From an optimization exercise on the open Yosys and OpenROAD flow, aimed at small area and a short achievable clock period; shortcuts taken in it are not production practice.
Only the layout flow was run in this run; the RTL was not checked for function there.

==> flow/design.v <==
`timescale 1ns / 1ps
module IIR_filter1(out, in, CLK, reset);
  input CLK;
  input reset;
  input signed [31:0] in;
  output signed [23:0] out;
  reg signed [22:0] d1, d2;
  function [20:0] m_s;
    input [31:0] v;
    reg signed [30:0] x, p;
    begin
      x = v[30:0];
      p = - x + (x <<< 9);
      m_s = p[30:10];
    end
  endfunction
  function [20:0] m_a2;
    input [22:0] v;
    reg signed [28:0] x, p;
    begin
      x = {{29{v[22]}}, v};
      p = - x + (x <<< 3) + (x <<< 6) - (x <<< 9);
      m_a2 = p[28:8];
    end
  endfunction
  function [20:0] m_a3;
    input [22:0] v;
    reg signed [30:0] x, p;
    begin
      x = {{31{v[22]}}, v};
      p = x - (x <<< 3) - (x <<< 7) + (x <<< 10);
      m_a3 = p[30:10];
    end
  endfunction
  function [20:0] m_b2;
    input [22:0] v;
    reg signed [28:0] x, p;
    begin
      x = {{29{v[22]}}, v};
      p = - x + (x <<< 5) + (x <<< 7) - (x <<< 9);
      m_b2 = p[28:8];
    end
  endfunction
  wire signed [20:0] ms = m_s(in);
  wire signed [20:0] ma2 = m_a2(d1);
  wire signed [20:0] ma3 = m_a3(d2);
  wire signed [20:0] mb2 = m_b2(d1);
  wire signed [22:0] dd = - ma2 - ma3;
  wire signed [23:0] cc = dd + mb2 + d2;
  wire signed [22:0] w = ms + dd;
  assign out = ms + cc;
  always @(posedge CLK or negedge reset)
    if (~reset) begin d1 <= 23'sd0; d2 <= 23'sd0; end
    else begin d1 <= w; d2 <= d1; end
endmodule
`timescale 1ns / 1ps
module IIR_filter2(out, in, CLK, reset);
  input CLK;
  input reset;
  input signed [23:0] in;
  output signed [23:0] out;
  reg signed [22:0] d1, d2;
  function [20:0] m_s;
    input [23:0] v;
    reg signed [30:0] x, p;
    begin
      x = {{31{v[23]}}, v};
      p = - x - (x <<< 2) - (x <<< 4) - (x <<< 6) + (x <<< 9);
      m_s = p[30:10];
    end
  endfunction
  function [20:0] m_a2;
    input [22:0] v;
    reg signed [30:0] x, p;
    begin
      x = {{31{v[22]}}, v};
      p = - x - (x <<< 3) + (x <<< 5) + (x <<< 8) - (x <<< 11);
      m_a2 = p[30:10];
    end
  endfunction
  function [20:0] m_a3;
    input [22:0] v;
    reg signed [26:0] x, p;
    begin
      x = {{27{v[22]}}, v};
      p = x - (x <<< 4) + (x <<< 6);
      m_a3 = p[26:6];
    end
  endfunction
  function [20:0] m_b2;
    input [22:0] v;
    reg signed [29:0] x, p;
    begin
      x = {{30{v[22]}}, v};
      p = x + (x <<< 3) + (x <<< 6);
      m_b2 = p[29:9];
    end
  endfunction
  wire signed [20:0] ms = m_s(in);
  wire signed [20:0] ma2 = m_a2(d1);
  wire signed [20:0] ma3 = m_a3(d2);
  wire signed [20:0] mb2 = m_b2(d1);
  wire signed [22:0] dd = - ma2 - ma3;
  wire signed [23:0] cc = dd + mb2 + d2;
  wire signed [22:0] w = ms + dd;
  assign out = ms + cc;
  always @(posedge CLK or negedge reset)
    if (~reset) begin d1 <= 23'sd0; d2 <= 23'sd0; end
    else begin d1 <= w; d2 <= d1; end
endmodule
`timescale 1ns / 1ps
module IIR_filter3(out, in, CLK, reset);
  input CLK;
  input reset;
  input signed [23:0] in;
  output signed [23:0] out;
  reg signed [22:0] d1, d2;
  function [20:0] m_s;
    input [23:0] v;
    reg signed [29:0] x, p;
    begin
      x = {{30{v[23]}}, v};
      p = x + (x <<< 2);
      m_s = p[29:9];
    end
  endfunction
  function [20:0] m_a2;
    input [22:0] v;
    reg signed [30:0] x, p;
    begin
      x = {{31{v[22]}}, v};
      p = x - (x <<< 2) + (x <<< 4) + (x <<< 8) - (x <<< 11);
      m_a2 = p[30:10];
    end
  endfunction
  function [20:0] m_a3;
    input [22:0] v;
    reg signed [29:0] x, p;
    begin
      x = {{30{v[22]}}, v};
      p = x - (x <<< 2) - (x <<< 4) + (x <<< 9);
      m_a3 = p[29:9];
    end
  endfunction
  function [20:0] m_b2;
    input [22:0] v;
    reg signed [27:0] x, p;
    begin
      x = {{28{v[22]}}, v};
      p = x + (x <<< 2) - (x <<< 4) + (x <<< 6) - (x <<< 8);
      m_b2 = p[27:7];
    end
  endfunction
  wire signed [20:0] ms = m_s(in);
  wire signed [20:0] ma2 = m_a2(d1);
  wire signed [20:0] ma3 = m_a3(d2);
  wire signed [20:0] mb2 = m_b2(d1);
  wire signed [22:0] dd = - ma2 - ma3;
  wire signed [23:0] cc = dd + mb2 + d2;
  wire signed [22:0] w = ms + dd;
  assign out = ms + cc;
  always @(posedge CLK or negedge reset)
    if (~reset) begin d1 <= 23'sd0; d2 <= 23'sd0; end
    else begin d1 <= w; d2 <= d1; end
endmodule
`timescale 1ns / 1ps
module Filter_IIR(Output, Input, clk, reset);
  input clk;
  input reset;
  input [31:0] Input;
  output signed [31:0] Output;
  wire signed [23:0] o1, o2, o3;
  IIR_filter1 F1(o1, Input, clk, reset);
  IIR_filter2 F2(o2, o1, clk, reset);
  IIR_filter3 F3(o3, o2, clk, reset);
  assign Output = {{8{o3[23]}}, o3};
endmodule
==> flow/run.sh <==
#!/bin/bash
# synth_recipe.tcl (not shown) runs the flow's synth.tcl, then flattens the netlist and writes it again
# the make line also repeats each setting of config.mk as NAME=value (left out here)
make -C /OpenROAD-flow-scripts/flow DESIGN_CONFIG=/design/flow/config.mk WORK_HOME=/design/flow/orfs CLKGATE_MAP_FILE= SYNTH_SCRIPT=/design/flow/synth_recipe.tcl finish
==> flow/config.mk <==
export PLATFORM = sky130hd
export DESIGN_NAME = Filter_IIR
export DESIGN_NICKNAME = Filter_IIR
export VERILOG_FILES = /design/flow/design.v
export SDC_FILE = /design/flow/constraint.sdc
export NUM_CORES = 4
export LEC_CHECK = 0
export CAP_MARGIN = 20
export CORE_MARGIN = 2
export CORE_UTILIZATION = 40
export SLEW_MARGIN = 20
==> flow/constraint.sdc <==
create_clock -name core_clock -period 40.0 [get_ports {clk}]
set_input_delay 8.0000 -clock core_clock [delete_from_list [all_inputs] [get_ports {clk}]]
set_output_delay 8.0000 -clock core_clock [all_outputs]
set_load 0.01 [all_outputs]
==> qor.csv <==
stage,metric,value,unit
sta,Final period util,86.02,%
cells_and_area,FILL cells,9907,
sta,final hold vios,0,
logic_synthesis,"top cells by area, synth","fa_1 (25%), ha_1 (22%), dfrtp_1 (8.5%)",
logic_synthesis,"EDFF count, synth",0,
logic_synthesis,ys async rst share,100.0,%
sta,skew final,0.01954,ns
setup_path,flop-to-flop setup slack,19.21,ns
setup_path,crit end category,output port,
routing,drt total wl,96.69,mm
logic_synthesis,most instantiated cells after synthesis,"inv_1 (823), ha_1 (698), fa_1 (512)",
cts,CTS Buffer Depth,2,
die,Die Span X,322.5,µm
hold_path,Tightest Hold Check Type,reg -> reg,
logic_synthesis,"Primary FF master, synth",dfrtp_1,
cells_and_area,"Design Area, Final",43470,µm²
global_route,largest net degree at the start of global routing,62,
placement,Placed Area,42900,µm²
sta,final setup TNS,0,ns
setup_path,WS Path Type,in -> out,
sta,setup ws final,5.591,ns
setup_path,CP arrival,26.41,ns
logic_synthesis,share of the synthesized area in the top cell type,25.25,%
sta,RSZ-0062 raised after global routing,false,
sta,Max Fclk,29.06,MHz
routing,drt first pass iters,5,
routing,routed via count,30459,
logic_synthesis,"count leader, synth",inv_1,
logic_synthesis,post-synth cell types,82,
placement,DP Worst Slack,5.677,ns
hold_path,hold_sp,F3.d1[0],
cts,clk slew on worst S/H paths,0.07,ns
cells_and_area,final core occ,43.35,%
cts,root buffer cell,clkbuf_16,
logic_synthesis,register area share after synthesis,8.508,%
logic_synthesis,Syn Inst Count,4521,
setup_path,CP peak stage delay,0.66,ns
placement,Post-DP HPWL,83.59,mm
logic_synthesis,post-synth net total,5765,
global_route,grt total ovfl,0,
cts,CTS Hold Bufs,0,
cts,cts bufs inserted,17,
routing,Detail Route Antenna Nets,0,
die,core area,100300,µm²
setup_path,FF-to-FF End,F3.d1[21],
cells_and_area,Nets,5841,
die,I/O Pins,66,
setup_path,"slowest stage cell, crit path",clkdlybuf4s50_1,
global_route,initial antenna violation count,0,
routing,Starting DRT DRC Count,1535,
sta,Worst Tran Pin Value,0.9574,ns
cts,CTS sink cnt,138,
cells_and_area,Layout area overhead,7.109,%
global_route,Total Routing Usage GR,19.22,%
routing,Residual DRC,0,
cells_and_area,Reg area,3453,µm²
setup_path,CP Data Required Time,32.00,ns
logic_synthesis,syn_area_per_cell,8.978,µm²
hold_path,Worst Hold End,F3.d2[0],
routing,vias per std cell,5.105,
cts,CTS H-tree depth,4,
die,row count,116,
sta,Slew HR,35.16,%
global_route,vias in the first global route,30552,
setup_path,worst r2r src,F1.d1[1],
die,total die area,104000,µm²
run_status,outcome,no timing/DRC/antenna violations,
logic_synthesis,Post-Syn Area,40590,µm²
setup_path,crit path max fanout,9,
cells_and_area,Multi-input gate area,33960,µm²
placement,Port Buffers,64,
routing,WL/cell,16.20,µm
cts,CTS tree,built,
cts,Resized cells post-CTS,0,
sta,Final Critical Period,34.41,ns
setup_path,Startpoint Class,input pin,
logic_synthesis,post-synth top area cell,fa_1,
logic_synthesis,synthesis-stage register bit count,138,
cells_and_area,layout cells sized above 1,2.169,%
die,Starting Density,40.47,%
cts,post-CTS setup buffers,0,
global_route,first-pass GRT wire length,158.7,mm
setup_path,CP dominant cell by count,inv_1,
cells_and_area,Inserted Diodes,0,
die,die height,322.5,µm
setup_path,Reg2Reg Depth,80,
sta,final setup violation count,0,
hold_path,Min-Delay Path Depth,0,
run,Max-Cap Viols,0,
logic_synthesis,Syn. warnings,3,
cts,later-pin clock latency in the skew report,0.50,ns
placement,final RePlAce weighted congestion,0.8460,
sta,Slew Limit Fails,0,
layer usage:
metal	track usage (%)	vias up	part of all wire [%]
met4	3.967	0	1.5
met3	1.607	73	2.6
li1	-	15322	-
met2	32.52	405	47
met5	0	-	0
met1	26.80	14659	49
how the worst max path moves through the flow:
stage             start         end  slack, ns  cells after the start
2_1_floorplan  Input[9]  Output[24]       9.24                     66
3_3_place_gp   Input[9]  Output[28]       5.86                     76
3_5_place_dp   Input[9]  Output[30]       5.68                     75
4_1_cts        Input[9]  Output[30]       5.59                     75
5_1_grt        Input[9]  Output[27]       4.16                     75
6_report       Input[9]  Output[30]       5.59                     75
metrics by stage:
stage / instances / hold slack, ns
after floorplan: 4521 / 0.3798
after global placement: 5935 / 0.4036
after detailed placement: 5935 / 0.4088
after CTS: 5967 / 0.4258
after global routing: 5967 / 0.4370
final: 5967 / 0.4199
sequential cells by signal, summed over array words and instances (netlist names):
| name | flops |
|---|---|
| F2.d1 | 23 |
| F1.d2 | 23 |
| F3.d1 | 23 |
| F3.d2 | 23 |
| F1.d1 | 23 |
| F2.d2 | 23 |
cells in the final DEF (no fill, tap or decap), types with 18 or more instances in the layout:
cell / count
nand2b_1: 61
nand3_1: 77
or3_1: 42
o211ai_1: 19
ha_1: 698
o31ai_1: 18
o21a_1: 72
and3_1: 33
or2_2: 29
nand2_1: 154
xnor2_1: 319
a21boi_0: 22
a21oi_1: 286
nor3_1: 104
inv_1: 823
a211oi_1: 34
dfrtp_1: 138
nor2b_1: 52
xor2_1: 172
a31oi_1: 33
o21bai_1: 62
o21ai_0: 146
fa_1: 512
nor2_1: 264
clkdlybuf4s50_1: 63
a21o_1: 105
and2_1: 18
logic make-up (layout without fill, tap and decap cells):
kind of cell	after synthesis	in the layout	synth area share [%]
AO/OA/AOI/OAI	937	937	15.01
XOR/XNOR	494	494	10.73
adder cells (fa/ha/maj)	1226	1226	47.18
buffers and inverters	837	926	7.818
flip-flops	138	138	8.508
multiplexers	4	4	0.09865
AND/OR/NAND/NOR	885	885	10.65
final cells by class:
type / instances / area share, %
Sequential cell: 138 / 7.944
Clock inverter: 13 / 0.3080
Clock buffer: 19 / 1.019
Timing Repair Buffer: 71 / 1.597
Multi-Input combinational cell: 3546 / 78.12
Inverter: 823 / 7.106
Tap cell: 1357 / 3.906
worst max-delay path, delay by kind of cell:
family	cells	cell delay, ns
adder cells (fa/ha/maj)	15	6.22
XOR/XNOR	4	1.33
buffers and inverters	12	2.05
AO/OA/AOI/OAI	27	5.88
AND/OR/NAND/NOR	17	2.88

==> static timing again, ports no longer ideal <==
How much do the figures lean on ideal ports? The routed layout below was timed once more, with nothing changed but the port constraints.
Step 1 assumes that a clkbuf_16 drives the clock port and a buf_2 every other input.
Step 2 times the ports against the registers' clock, not the clock port: input delays grow and output delays shrink by t, the midpoint of the rising clock arrivals with the driver on.
Slacks: ideal ports / drivers / drivers and shift; pairs: ideal ports / drivers.
t (ns): 0.557
setup slack, ns: 5.591 / 5.568 / 5.568
hold slack, ns: 0.420 / 0.420 / 0.420
worst slew at a driven data input, ns: 0.05
After both steps this run still meets setup and hold. For this run, drivers alone change the setup slack by -0.023 ns; drivers and shift together by -0.023 ns.
